From an optimization exercise on the open Yosys and OpenROAD flow, aimed at small area and a short achievable clock period; shortcuts taken in it are not production practice.
Only simulation tests tie the RTL to the original design; equivalence was not proved.

Design system, start of the top module:
module system(input clk,
              input reset,
              input key_ready,
              input make,
              input ext,
              input [7:0] key_input,
              output [4:0] befor,
              output [4:0] after,
              output [4:0] shift0,
              output [4:0] shift1,
              output [4:0] shift2,
              output [2:0] type0,
              output [2:0] type1,
              output [2:0] type2,
              input increase_shift_or_type,
              input increase0,
              input increase1,
              input increase2,
              input [4:0] history_raddr,
              output [7:0] history_dout);
clock: 48.0 ns
lec_check: 0
cap_margin: 20
core_margin: 2
core_utilization: 40
slew_margin: 20
standard.sh (not shown) runs the stock make flow with config.mk's settings and CLKGATE_MAP_FILE= SYNTH_SCRIPT=/design/flow/synth_recipe.tcl, a recipe that flattens the netlist after the stock synthesis.
==> flow/flow/run.sh <==
#!/bin/bash
# Layout flow: the standard ORFS flow (standard.sh) with
#  - a stronger, area-oriented ABC script in synthesis (flow/abc_area.script,
#    used through a copy of the ORFS scripts folder; nothing else changes),
#  - plain buffers (buf_1) as the port buffers,
#  - CTS with clkbuf_16 in clusters of up to 30 flip-flops and no dummy loads,
#  - repair_timing asked for a larger setup margin, so that it also speeds up
#    the combinational history read path (history_raddr -> history_dout).
# Each tool's output goes to the ORFS logs under orfs/logs; make's to flow_run.log.
set -euo pipefail
W=$PWD
rm -rf "$W/scripts_own"
cp -r "$FLOW_HOME/scripts" "$W/scripts_own"
cp "$W/flow/abc_area.script" "$W/scripts_own/abc_area.script"
export BUFFER_PORTS_ARGS="-buffer_cell sky130_fd_sc_hd__buf_1"
export CTS_ARGS="-sink_clustering_enable -repair_clock_nets -buf_list sky130_fd_sc_hd__clkbuf_16 -dont_use_dummy_load -sink_clustering_size 30 -sink_clustering_max_diameter 80"
export SETUP_SLACK_MARGIN=26.1
bash standard.sh SCRIPTS_DIR="$W/scripts_own" ABC_AREA=1 finish > "$W/flow_run.log" 2>&1
==> flow/flow/abc_area.script <==
strash
&get -n
&deepsyn -T 120
&put
dch
amap -F 3
topo
stime -c
buffer -c
upsize -c
dnsize -c
The baseline produced a clean layout.
Change:
--- a/flow/flow/run.sh
+++ b/flow/flow/run.sh
@@ -3,2 +3,3 @@
 #  - a stronger, area-oriented ABC script in synthesis (flow/abc_area.script,
+#    without ABC's own buffering and sizing, left to the placer's repair;
 #    used through a copy of the ORFS scripts folder; nothing else changes),
==> flow/flow/abc_area.script (replaced) <==
strash
&get -n
&deepsyn -T 120
&put
dch
amap -F 3
topo
After rerunning:
- via count increases by about 0.8%
- global-route usage is higher by 1.8 points
- wire length grows by about 3.3%
- utilization rises by 0.80 points
- die area drops by about 2.3%
- worst setup slack got worse by 0.050 ns
- final cell count is lower by about 0.6%
Change:
--- a/flow/flow/run.sh
+++ b/flow/flow/run.sh
@@ -3,3 +3,5 @@
 #  - a stronger, area-oriented ABC script in synthesis (flow/abc_area.script,
-#    without ABC's own buffering and sizing, left to the placer's repair;
+#    without ABC's own buffering and sizing, left to the placer's repair,
+#    and with no adder-cell mapping (ADDER_MAP_FILE empty), so that all the
+#    arithmetic goes through ABC with the rest of the logic;
 #    used through a copy of the ORFS scripts folder; nothing else changes),
@@ -17,3 +19,3 @@
 export CTS_ARGS="-sink_clustering_enable -repair_clock_nets -buf_list sky130_fd_sc_hd__clkbuf_16 -dont_use_dummy_load -sink_clustering_size 30 -sink_clustering_max_diameter 80"
-export SETUP_SLACK_MARGIN=26.1
-bash standard.sh SCRIPTS_DIR="$W/scripts_own" ABC_AREA=1 finish > "$W/flow_run.log" 2>&1
+export SETUP_SLACK_MARGIN=0
+bash standard.sh SCRIPTS_DIR="$W/scripts_own" ABC_AREA=1 ADDER_MAP_FILE= finish > "$W/flow_run.log" 2>&1
Effect: The changed run went through all stages and came out clean; synthesized area shrinks by 7.8%; non-clock buffer count grows by 3; wire length shrinks by 13%; critical path depth grows by 2.
Change:
--- a/flow/flow/run.sh
+++ b/flow/flow/run.sh
@@ -3,5 +3,2 @@
 #  - a stronger, area-oriented ABC script in synthesis (flow/abc_area.script,
-#    without ABC's own buffering and sizing, left to the placer's repair,
-#    and with no adder-cell mapping (ADDER_MAP_FILE empty), so that all the
-#    arithmetic goes through ABC with the rest of the logic;
 #    used through a copy of the ORFS scripts folder; nothing else changes),
@@ -19,3 +16,3 @@
 export CTS_ARGS="-sink_clustering_enable -repair_clock_nets -buf_list sky130_fd_sc_hd__clkbuf_16 -dont_use_dummy_load -sink_clustering_size 30 -sink_clustering_max_diameter 80"
-export SETUP_SLACK_MARGIN=0
-bash standard.sh SCRIPTS_DIR="$W/scripts_own" ABC_AREA=1 ADDER_MAP_FILE= finish > "$W/flow_run.log" 2>&1
+export SETUP_SLACK_MARGIN=26.1
+bash standard.sh SCRIPTS_DIR="$W/scripts_own" ABC_AREA=1 finish > "$W/flow_run.log" 2>&1
==> flow/flow/abc_area.script (replaced) <==
strash
&get -n
&deepsyn -T 120
&put
dch
amap -F 3
topo
stime -c
buffer -c
upsize -c
dnsize -c
- CORE_UTILIZATION: 40 -> 65
Result:
- cell count fell by 3.7%
- setup slack is better by 0.14 ns
- sequential cell count does not change
- clock-buffer cell count rose by 1
- synthesized area rose by 11%
- synthesized cell count rose by 6.1%
- wire length rose by 12%
- clock skew is about the same
- utilization rose by 26 points
Change:
==> flow/flow/run.sh (replaced) <==
#!/bin/bash
# Layout flow: the standard ORFS flow (standard.sh) with
#  - a stronger, area-oriented ABC script in synthesis (flow/abc_area.script,
#    without ABC's own buffering and sizing, left to the placer's repair,
#    and with no adder-cell mapping (ADDER_MAP_FILE empty), so that all the
#    arithmetic goes through ABC with the rest of the logic;
#    used through a copy of the ORFS scripts folder; nothing else changes),
#  - plain buffers (buf_1) as the port buffers,
#  - CTS with clkbuf_16 in clusters of up to 30 flip-flops within 120 um and no dummy loads,
#  - repair_timing asked for a larger setup margin, so that it also speeds up
#    the combinational history read path (history_raddr -> history_dout).
# Each tool's output goes to the ORFS logs under orfs/logs; make's to flow_run.log.
set -euo pipefail
W=$PWD
rm -rf "$W/scripts_own"
cp -r "$FLOW_HOME/scripts" "$W/scripts_own"
cp "$W/flow/abc_area.script" "$W/scripts_own/abc_area.script"
export BUFFER_PORTS_ARGS="-buffer_cell sky130_fd_sc_hd__buf_1"
export CTS_ARGS="-sink_clustering_enable -repair_clock_nets -buf_list sky130_fd_sc_hd__clkbuf_16 -dont_use_dummy_load -sink_clustering_size 30 -sink_clustering_max_diameter 120"
export SETUP_SLACK_MARGIN=26.1
bash standard.sh SCRIPTS_DIR="$W/scripts_own" ABC_AREA=1 ADDER_MAP_FILE= finish > "$W/flow_run.log" 2>&1
==> flow/flow/abc_area.script (replaced) <==
strash
&get -n
&deepsyn -T 120
&put
dch
amap -F 3
topo
- CORE_UTILIZATION: 65 -> 40
The new run ran to the end with no violations.
Global-route usage drops by 16 points.
Wire length went down by 8.9%.
Clock skew drops by 0.026 ns.
Clock-buffer cell count decreases by 3.
Via count fell by 11%.
Change:
--- a/flow/flow/run.sh
+++ b/flow/flow/run.sh
@@ -3,5 +3,3 @@
 #  - a stronger, area-oriented ABC script in synthesis (flow/abc_area.script,
-#    without ABC's own buffering and sizing, left to the placer's repair,
-#    and with no adder-cell mapping (ADDER_MAP_FILE empty), so that all the
-#    arithmetic goes through ABC with the rest of the logic;
+#    without ABC's own buffering and sizing, left to the placer's repair;
 #    used through a copy of the ORFS scripts folder; nothing else changes),
@@ -20,2 +18,2 @@
 export SETUP_SLACK_MARGIN=26.1
-bash standard.sh SCRIPTS_DIR="$W/scripts_own" ABC_AREA=1 ADDER_MAP_FILE= finish > "$W/flow_run.log" 2>&1
+bash standard.sh SCRIPTS_DIR="$W/scripts_own" ABC_AREA=1 finish > "$W/flow_run.log" 2>&1
First-iteration DRC count went up by about 16%.
Wire length rises by 13%.
Register-to-register slack loses 0.19 ns.
Utilization is lower by 1.2 points.
Worst setup slack loses 0.048 ns.
Cell count is higher by about 5%.
Clock-buffer cell count came out higher by 1.
Area after synthesis rose by 8.4%.
Synthesized cell count goes up by 4.2%.

## what the ideal ports hide
No port has a modelled driver above. Below, the same layouts with a new extraction and two added sets of constraints. Step 1 assumes that a clkbuf_16 drives the clock port and a buf_2 every other input. Step 2 moves the port delays by t, midway between the first and last clock arrival at a register: inputs arrive t later, outputs are due t later. That takes back most of the time a late clock gives input paths. Three values: no drivers, after step 1, after step 2; two values: the first two.
| run | t (ns) | setup slack, ns | clock arrival spread, ns | worst register clock-pin slew, ns |
|---|---|---|---|---|
| the first run | 0.499 | 26.244 / 26.217 / 26.207 | 0.081 / 0.080 | 0.11 / 0.11 |
| the second run | 0.504 | 26.194 / 26.162 / 26.107 | 0.094 / 0.094 | 0.11 / 0.11 |
| the third run | 0.500 | 25.951 / 25.929 / 25.455 | 0.084 / 0.084 | 0.11 / 0.11 |
| the fourth run | 0.510 | 26.092 / 26.070 / 26.003 | 0.090 / 0.090 | 0.11 / 0.11 |
| the fifth run | 0.512 | 26.236 / 26.210 / 26.210 | 0.054 / 0.053 | 0.12 / 0.12 |
| the sixth run | 0.494 | 26.188 / 26.156 / 26.104 | 0.094 / 0.094 | 0.11 / 0.11 |
After both steps setup and hold are still met in every run listed. The setup slack of the third run, which loses most, moves by -0.022 ns with the drivers and by -0.496 ns with both steps.
